Context: an optimization exercise on an open-source flow, tuned for small area. The choices shown serve that exercise and are no tape-out recipe. The RTL was checked by simulation tests, not by an equivalence proof against the original design. Power figures rest on the tool's default switching activity, not on a simulated workload.

==> run H <==
// CompUnit
module CompUnit #(
    parameter value_width = 16
) (
    input wire clk,
    input wire [2:0] instr,
    input wire [value_width-1:0] A1,
    input wire [value_width-1:0] A2,
    input wire [value_width-1:0] W1,
    input wire [value_width-1:0] W2,
    output reg [value_width-1:0] out1
);
wire t1;
wire tc2;
wire s3;
wire c4;
wire s5;
wire c6;
wire s7;
wire c8;
wire s9;
wire c10;
wire s11;
wire c12;
wire s13;
wire c14;
wire s15;
wire c16;
wire s17;
wire c18;
wire s19;
wire c20;
wire s21;
wire c22;
wire s23;
wire c24;
wire s25;
wire c26;
wire s27;
wire c28;
wire t29;
wire tx30;
wire pa0_31;
wire qa0_32;
wire ra0_33;
wire za0_34;
wire na0_0_35;
wire na0_1_36;
wire na0_2_37;
wire na0_3_38;
wire na0_4_39;
wire na0_5_40;
wire na0_6_41;
wire na0_7_42;
wire na0_8_43;
wire na0_9_44;
wire na0_10_45;
wire na0_11_46;
wire na0_12_47;
wire na0_13_48;
wire na0_14_49;
wire na0_15_50;
wire pa1_51;
wire qa1_52;
  ...
clock: 10.0 ns
lec_check: 0
abc_clock_period_in_ps: 10000
cap_margin: 0
core_margin: 2
core_utilization: 40
cts_buf_list: sky130_fd_sc_hd__clkbuf_4
cts_cluster_size: 20
gpl_timing_driven: 0
place_density: 0.5
slew_margin: 0
synth_hierarchical: 1
standard.sh (not shown) runs the stock make flow with config.mk's settings and CLKGATE_MAP_FILE= SYNTH_SCRIPT=/design/flow/synth_recipe.tcl, a recipe that flattens the netlist after the stock synthesis.
==> flow/flow/run.sh <==
#!/bin/bash
# The standard layout (standard.sh), with two changes:
#  - ABC sees a light load on each output of a module, so it keeps the
#    smallest drive strength instead of upsizing every module output;
#  - the port buffers are the smallest buffer cell.
# Each step's full output goes to its own log in this folder.
set -euo pipefail
export BUFFER_PORTS_ARGS="-buffer_cell sky130_fd_sc_hd__buf_1"
bash standard.sh ABC_LOAD_IN_FF=0.005 synth > synth.log 2>&1
bash standard.sh ABC_LOAD_IN_FF=0.005 finish > finish.log 2>&1
==> run G: changes against run H <==
--- a/flow/design.v
+++ b/flow/design.v
@@ -578,13 +578,13 @@
 FullAdd us25 (.a(W1[12]), .b(W1[13]), .ci(c24), .s(s25), .co(c26));
 FullAdd us27 (.a(W1[13]), .b(W1[14]), .ci(c26), .s(s27), .co(c28));
 XorN utx30 (.a(W1[15]), .b(W1[14]), .y(tx30));
 XorN ut29 (.a(tx30), .b(c28), .y(t29));
 assign pa0_31 = (en1 & ~A1[1] & A1[0]) | one;
 assign za0_34 = (en1 & A1[0]) | one;
-AndNN3 uqa0_32 (.a_n(en1_n), .b_n(A1[0]), .c(A1[1]), .y(qa0_32));
+AndB3 uqa0_32 (.a(en1), .b(A1[1]), .c_n(A1[0]), .y(qa0_32));
 And3 ura0_33 (.a(en1), .b(A1[1]), .c(A1[0]), .y(ra0_33));
 assign na0_0_35 = ~(W1[0] & za0_34);
 SelN una0_1_36 (.s1(pa0_31), .a(W1[1]), .s2(qa0_32), .b(W1[0]), .s3(ra0_33), .c(t1), .y(na0_1_36));
 SelN una0_2_37 (.s1(pa0_31), .a(W1[2]), .s2(qa0_32), .b(W1[1]), .s3(ra0_33), .c(s3), .y(na0_2_37));
 SelN una0_3_38 (.s1(pa0_31), .a(W1[3]), .s2(qa0_32), .b(W1[2]), .s3(ra0_33), .c(s5), .y(na0_3_38));
 SelN una0_4_39 (.s1(pa0_31), .a(W1[4]), .s2(qa0_32), .b(W1[3]), .s3(ra0_33), .c(s7), .y(na0_4_39));
@@ -596,14 +596,14 @@
 SelN una0_10_45 (.s1(pa0_31), .a(W1[10]), .s2(qa0_32), .b(W1[9]), .s3(ra0_33), .c(s19), .y(na0_10_45));
 SelN una0_11_46 (.s1(pa0_31), .a(W1[11]), .s2(qa0_32), .b(W1[10]), .s3(ra0_33), .c(s21), .y(na0_11_46));
 SelN una0_12_47 (.s1(pa0_31), .a(W1[12]), .s2(qa0_32), .b(W1[11]), .s3(ra0_33), .c(s23), .y(na0_12_47));
 SelN una0_13_48 (.s1(pa0_31), .a(W1[13]), .s2(qa0_32), .b(W1[12]), .s3(ra0_33), .c(s25), .y(na0_13_48));
 SelN una0_14_49 (.s1(pa0_31), .a(W1[14]), .s2(qa0_32), .b(W1[13]), .s3(ra0_33), .c(s27), .y(na0_14_49));
 SelN una0_15_50 (.s1(pa0_31), .a(W1[15]), .s2(qa0_32), .b(W1[14]), .s3(ra0_33), .c(t29), .y(na0_15_50));
-AndNN3 upa1_51 (.a_n(en1_n), .b_n(A1[3]), .c(A1[2]), .y(pa1_51));
-AndNN3 uqa1_52 (.a_n(en1_n), .b_n(A1[2]), .c(A1[3]), .y(qa1_52));
+AndB3 upa1_51 (.a(en1), .b(A1[2]), .c_n(A1[3]), .y(pa1_51));
+AndB3 uqa1_52 (.a(en1), .b(A1[3]), .c_n(A1[2]), .y(qa1_52));
 And3 ura1_53 (.a(en1), .b(A1[3]), .c(A1[2]), .y(ra1_53));
 Nand3 una1_0_55 (.a(en1), .b(A1[2]), .c(W1[0]), .y(na1_0_55));
 SelN una1_1_56 (.s1(pa1_51), .a(W1[1]), .s2(qa1_52), .b(W1[0]), .s3(ra1_53), .c(t1), .y(na1_1_56));
 SelN una1_2_57 (.s1(pa1_51), .a(W1[2]), .s2(qa1_52), .b(W1[1]), .s3(ra1_53), .c(s3), .y(na1_2_57));
 SelN una1_3_58 (.s1(pa1_51), .a(W1[3]), .s2(qa1_52), .b(W1[2]), .s3(ra1_53), .c(s5), .y(na1_3_58));
 SelN una1_4_59 (.s1(pa1_51), .a(W1[4]), .s2(qa1_52), .b(W1[3]), .s3(ra1_53), .c(s7), .y(na1_4_59));
@@ -613,14 +613,14 @@
 SelN una1_8_63 (.s1(pa1_51), .a(W1[8]), .s2(qa1_52), .b(W1[7]), .s3(ra1_53), .c(s15), .y(na1_8_63));
 SelN una1_9_64 (.s1(pa1_51), .a(W1[9]), .s2(qa1_52), .b(W1[8]), .s3(ra1_53), .c(s17), .y(na1_9_64));
 SelN una1_10_65 (.s1(pa1_51), .a(W1[10]), .s2(qa1_52), .b(W1[9]), .s3(ra1_53), .c(s19), .y(na1_10_65));
 SelN una1_11_66 (.s1(pa1_51), .a(W1[11]), .s2(qa1_52), .b(W1[10]), .s3(ra1_53), .c(s21), .y(na1_11_66));
 SelN una1_12_67 (.s1(pa1_51), .a(W1[12]), .s2(qa1_52), .b(W1[11]), .s3(ra1_53), .c(s23), .y(na1_12_67));
 SelN una1_13_68 (.s1(pa1_51), .a(W1[13]), .s2(qa1_52), .b(W1[12]), .s3(ra1_53), .c(s25), .y(na1_13_68));
-AndNN3 upa2_69 (.a_n(en1_n), .b_n(A1[5]), .c(A1[4]), .y(pa2_69));
-AndNN3 uqa2_70 (.a_n(en1_n), .b_n(A1[4]), .c(A1[5]), .y(qa2_70));
+AndB3 upa2_69 (.a(en1), .b(A1[4]), .c_n(A1[5]), .y(pa2_69));
+AndB3 uqa2_70 (.a(en1), .b(A1[5]), .c_n(A1[4]), .y(qa2_70));
 And3 ura2_71 (.a(en1), .b(A1[5]), .c(A1[4]), .y(ra2_71));
 Nand3 una2_0_73 (.a(en1), .b(A1[4]), .c(W1[0]), .y(na2_0_73));
 SelN una2_1_74 (.s1(pa2_69), .a(W1[1]), .s2(qa2_70), .b(W1[0]), .s3(ra2_71), .c(t1), .y(na2_1_74));
 SelN una2_2_75 (.s1(pa2_69), .a(W1[2]), .s2(qa2_70), .b(W1[1]), .s3(ra2_71), .c(s3), .y(na2_2_75));
 SelN una2_3_76 (.s1(pa2_69), .a(W1[3]), .s2(qa2_70), .b(W1[2]), .s3(ra2_71), .c(s5), .y(na2_3_76));
 SelN una2_4_77 (.s1(pa2_69), .a(W1[4]), .s2(qa2_70), .b(W1[3]), .s3(ra2_71), .c(s7), .y(na2_4_77));
@@ -689,13 +689,13 @@
 FullAdd us156 (.a(W2[12]), .b(W2[13]), .ci(c155), .s(s156), .co(c157));
 FullAdd us158 (.a(W2[13]), .b(W2[14]), .ci(c157), .s(s158), .co(c159));
 XorN utx161 (.a(W2[15]), .b(W2[14]), .y(tx161));
 XorN ut160 (.a(tx161), .b(c159), .y(t160));
 assign pb0_162 = (en2 & ~A2[1] & A2[0]) | one;
 assign zb0_165 = (en2 & A2[0]) | one;
-AndNN3 uqb0_163 (.a_n(en2_n), .b_n(A2[0]), .c(A2[1]), .y(qb0_163));
+AndB3 uqb0_163 (.a(en2), .b(A2[1]), .c_n(A2[0]), .y(qb0_163));
 And3 urb0_164 (.a(en2), .b(A2[1]), .c(A2[0]), .y(rb0_164));
 assign nb0_0_166 = ~(W2[0] & zb0_165);
 SelN unb0_1_167 (.s1(pb0_162), .a(W2[1]), .s2(qb0_163), .b(W2[0]), .s3(rb0_164), .c(t132), .y(nb0_1_167));
 SelN unb0_2_168 (.s1(pb0_162), .a(W2[2]), .s2(qb0_163), .b(W2[1]), .s3(rb0_164), .c(s134), .y(nb0_2_168));
 SelN unb0_3_169 (.s1(pb0_162), .a(W2[3]), .s2(qb0_163), .b(W2[2]), .s3(rb0_164), .c(s136), .y(nb0_3_169));
 SelN unb0_4_170 (.s1(pb0_162), .a(W2[4]), .s2(qb0_163), .b(W2[3]), .s3(rb0_164), .c(s138), .y(nb0_4_170));
@@ -707,14 +707,14 @@
 SelN unb0_10_176 (.s1(pb0_162), .a(W2[10]), .s2(qb0_163), .b(W2[9]), .s3(rb0_164), .c(s150), .y(nb0_10_176));
 SelN unb0_11_177 (.s1(pb0_162), .a(W2[11]), .s2(qb0_163), .b(W2[10]), .s3(rb0_164), .c(s152), .y(nb0_11_177));
 SelN unb0_12_178 (.s1(pb0_162), .a(W2[12]), .s2(qb0_163), .b(W2[11]), .s3(rb0_164), .c(s154), .y(nb0_12_178));
 SelN unb0_13_179 (.s1(pb0_162), .a(W2[13]), .s2(qb0_163), .b(W2[12]), .s3(rb0_164), .c(s156), .y(nb0_13_179));
 SelN unb0_14_180 (.s1(pb0_162), .a(W2[14]), .s2(qb0_163), .b(W2[13]), .s3(rb0_164), .c(s158), .y(nb0_14_180));
 SelN unb0_15_181 (.s1(pb0_162), .a(W2[15]), .s2(qb0_163), .b(W2[14]), .s3(rb0_164), .c(t160), .y(nb0_15_181));
-AndNN3 upb1_182 (.a_n(en2_n), .b_n(A2[3]), .c(A2[2]), .y(pb1_182));
-AndNN3 uqb1_183 (.a_n(en2_n), .b_n(A2[2]), .c(A2[3]), .y(qb1_183));
+AndB3 upb1_182 (.a(en2), .b(A2[2]), .c_n(A2[3]), .y(pb1_182));
+AndB3 uqb1_183 (.a(en2), .b(A2[3]), .c_n(A2[2]), .y(qb1_183));
 And3 urb1_184 (.a(en2), .b(A2[3]), .c(A2[2]), .y(rb1_184));
 Nand3 unb1_0_186 (.a(en2), .b(A2[2]), .c(W2[0]), .y(nb1_0_186));
 SelN unb1_1_187 (.s1(pb1_182), .a(W2[1]), .s2(qb1_183), .b(W2[0]), .s3(rb1_184), .c(t132), .y(nb1_1_187));
 SelN unb1_2_188 (.s1(pb1_182), .a(W2[2]), .s2(qb1_183), .b(W2[1]), .s3(rb1_184), .c(s134), .y(nb1_2_188));
 SelN unb1_3_189 (.s1(pb1_182), .a(W2[3]), .s2(qb1_183), .b(W2[2]), .s3(rb1_184), .c(s136), .y(nb1_3_189));
 SelN unb1_4_190 (.s1(pb1_182), .a(W2[4]), .s2(qb1_183), .b(W2[3]), .s3(rb1_184), .c(s138), .y(nb1_4_190));
@@ -724,14 +724,14 @@
 SelN unb1_8_194 (.s1(pb1_182), .a(W2[8]), .s2(qb1_183), .b(W2[7]), .s3(rb1_184), .c(s146), .y(nb1_8_194));
 SelN unb1_9_195 (.s1(pb1_182), .a(W2[9]), .s2(qb1_183), .b(W2[8]), .s3(rb1_184), .c(s148), .y(nb1_9_195));
 SelN unb1_10_196 (.s1(pb1_182), .a(W2[10]), .s2(qb1_183), .b(W2[9]), .s3(rb1_184), .c(s150), .y(nb1_10_196));
 SelN unb1_11_197 (.s1(pb1_182), .a(W2[11]), .s2(qb1_183), .b(W2[10]), .s3(rb1_184), .c(s152), .y(nb1_11_197));
 SelN unb1_12_198 (.s1(pb1_182), .a(W2[12]), .s2(qb1_183), .b(W2[11]), .s3(rb1_184), .c(s154), .y(nb1_12_198));
 SelN unb1_13_199 (.s1(pb1_182), .a(W2[13]), .s2(qb1_183), .b(W2[12]), .s3(rb1_184), .c(s156), .y(nb1_13_199));
-AndNN3 upb2_200 (.a_n(en2_n), .b_n(A2[5]), .c(A2[4]), .y(pb2_200));
-AndNN3 uqb2_201 (.a_n(en2_n), .b_n(A2[4]), .c(A2[5]), .y(qb2_201));
+AndB3 upb2_200 (.a(en2), .b(A2[4]), .c_n(A2[5]), .y(pb2_200));
+AndB3 uqb2_201 (.a(en2), .b(A2[5]), .c_n(A2[4]), .y(qb2_201));
 And3 urb2_202 (.a(en2), .b(A2[5]), .c(A2[4]), .y(rb2_202));
 Nand3 unb2_0_204 (.a(en2), .b(A2[4]), .c(W2[0]), .y(nb2_0_204));
 SelN unb2_1_205 (.s1(pb2_200), .a(W2[1]), .s2(qb2_201), .b(W2[0]), .s3(rb2_202), .c(t132), .y(nb2_1_205));
 SelN unb2_2_206 (.s1(pb2_200), .a(W2[2]), .s2(qb2_201), .b(W2[1]), .s3(rb2_202), .c(s134), .y(nb2_2_206));
 SelN unb2_3_207 (.s1(pb2_200), .a(W2[3]), .s2(qb2_201), .b(W2[2]), .s3(rb2_202), .c(s136), .y(nb2_3_207));
 SelN unb2_4_208 (.s1(pb2_200), .a(W2[4]), .s2(qb2_201), .b(W2[3]), .s3(rb2_202), .c(s138), .y(nb2_4_208));
@@ -1019,12 +1019,20 @@
     input wire b_n,
     input wire c,
     output wire y
 );
 assign y = ~a_n & ~b_n & c;
 endmodule
+module AndB3 (
+    input wire a,
+    input wire b,
+    input wire c_n,
+    output wire y
+);
+assign y = a & b & ~c_n;
+endmodule
 module And3 (
     input wire a,
     input wire b,
     input wire c,
     output wire y
 );
==> comparison table <==
Insertion delay of the later-clocked pin in the worst-skew pair: run G 270 ps; run H 290 ps
Post-synthesis share of cell area spent on xor and xnor gates: run G 7.05%; run H 7.06%
Reported leakage power: run G 1.58 nW; run H 1.56 nW
Share of the core filled with cells in the final layout: run G 45.4%; run H 46.1%
DR WL met3: run G 2300 um; run H 2190 um
Sequential group power: run G 0.144 mW; run H 0.147 mW
Area fraction of the dominant cell type after synthesis: run G 50.9%; run H 51.0%
Total stage count of the critical path: run G 20; run H 21
Maximum fanout encountered on the critical timing path: run G 22; run H 17
Synth Area in Compound Gates: run G 25.6%; run H 25.6%
Final cycle utilization of the critical path: run G 98.0%; run H 96.5%
Final hold slack: run G 658 ps; run H 653 ps
Clock network contribution to total cell area: run G 0.435%; run H 0.428%
Comb. pwr: run G 1.19 mW; run H 1.16 mW
Portion of total power attributed to sequential cells: run G 10.6%; run H 11.0%
Data required time of the critical path: run G 10170 ps; run H 10180 ps
Status: run G no timing/DRC/antenna violations; run H no timing/DRC/antenna violations
Largest net degree at the start of global routing: run G 23; run H 18
Fraction of layout instances using a drive strength above 1: run G 2.48%; run H 4.52%
Max-Slew Margin vs Limit: run G 17.9%; run H 17.5%
Floorplan die area: run G 14600 um^2; run H 14600 um^2
Half-perimeter wire length after placement: run G 14800 um; run H 15400 um

-- separate check: timing with driven ports --
In the flow no input, the clock included, has a driving cell. The finished layouts below were timed again as built, in two steps. Step 1: set_driving_cell puts a clkbuf_16 on clk and a buf_2 on each other input, an assumption about the parent block. Step 2 times the ports against the registers' clock, not the clock port: input delays grow and output delays shrink by t, the midpoint of the rising clock arrivals with the driver on. a / b / c = no drivers / after step 1 / after step 2; a / b = the first two.
run	shift t [ns]	slack for setup (ns)	worst setup path at the end	slew at the worst register clock pin (ns)	worst data-port slew with drivers (ns)
run H	0.307	0.351 / 0.349 / 0.042	input to register	0.10 / 0.10	0.05
run G	0.291	0.201 / 0.193 / -0.098	input to register	0.09 / 0.09	0.04
With both steps, setup timing fails in run G, where it was met with ideal ports. The setup slack of run H, which loses most, moves by -0.002 ns with the drivers and by -0.309 ns with both steps.
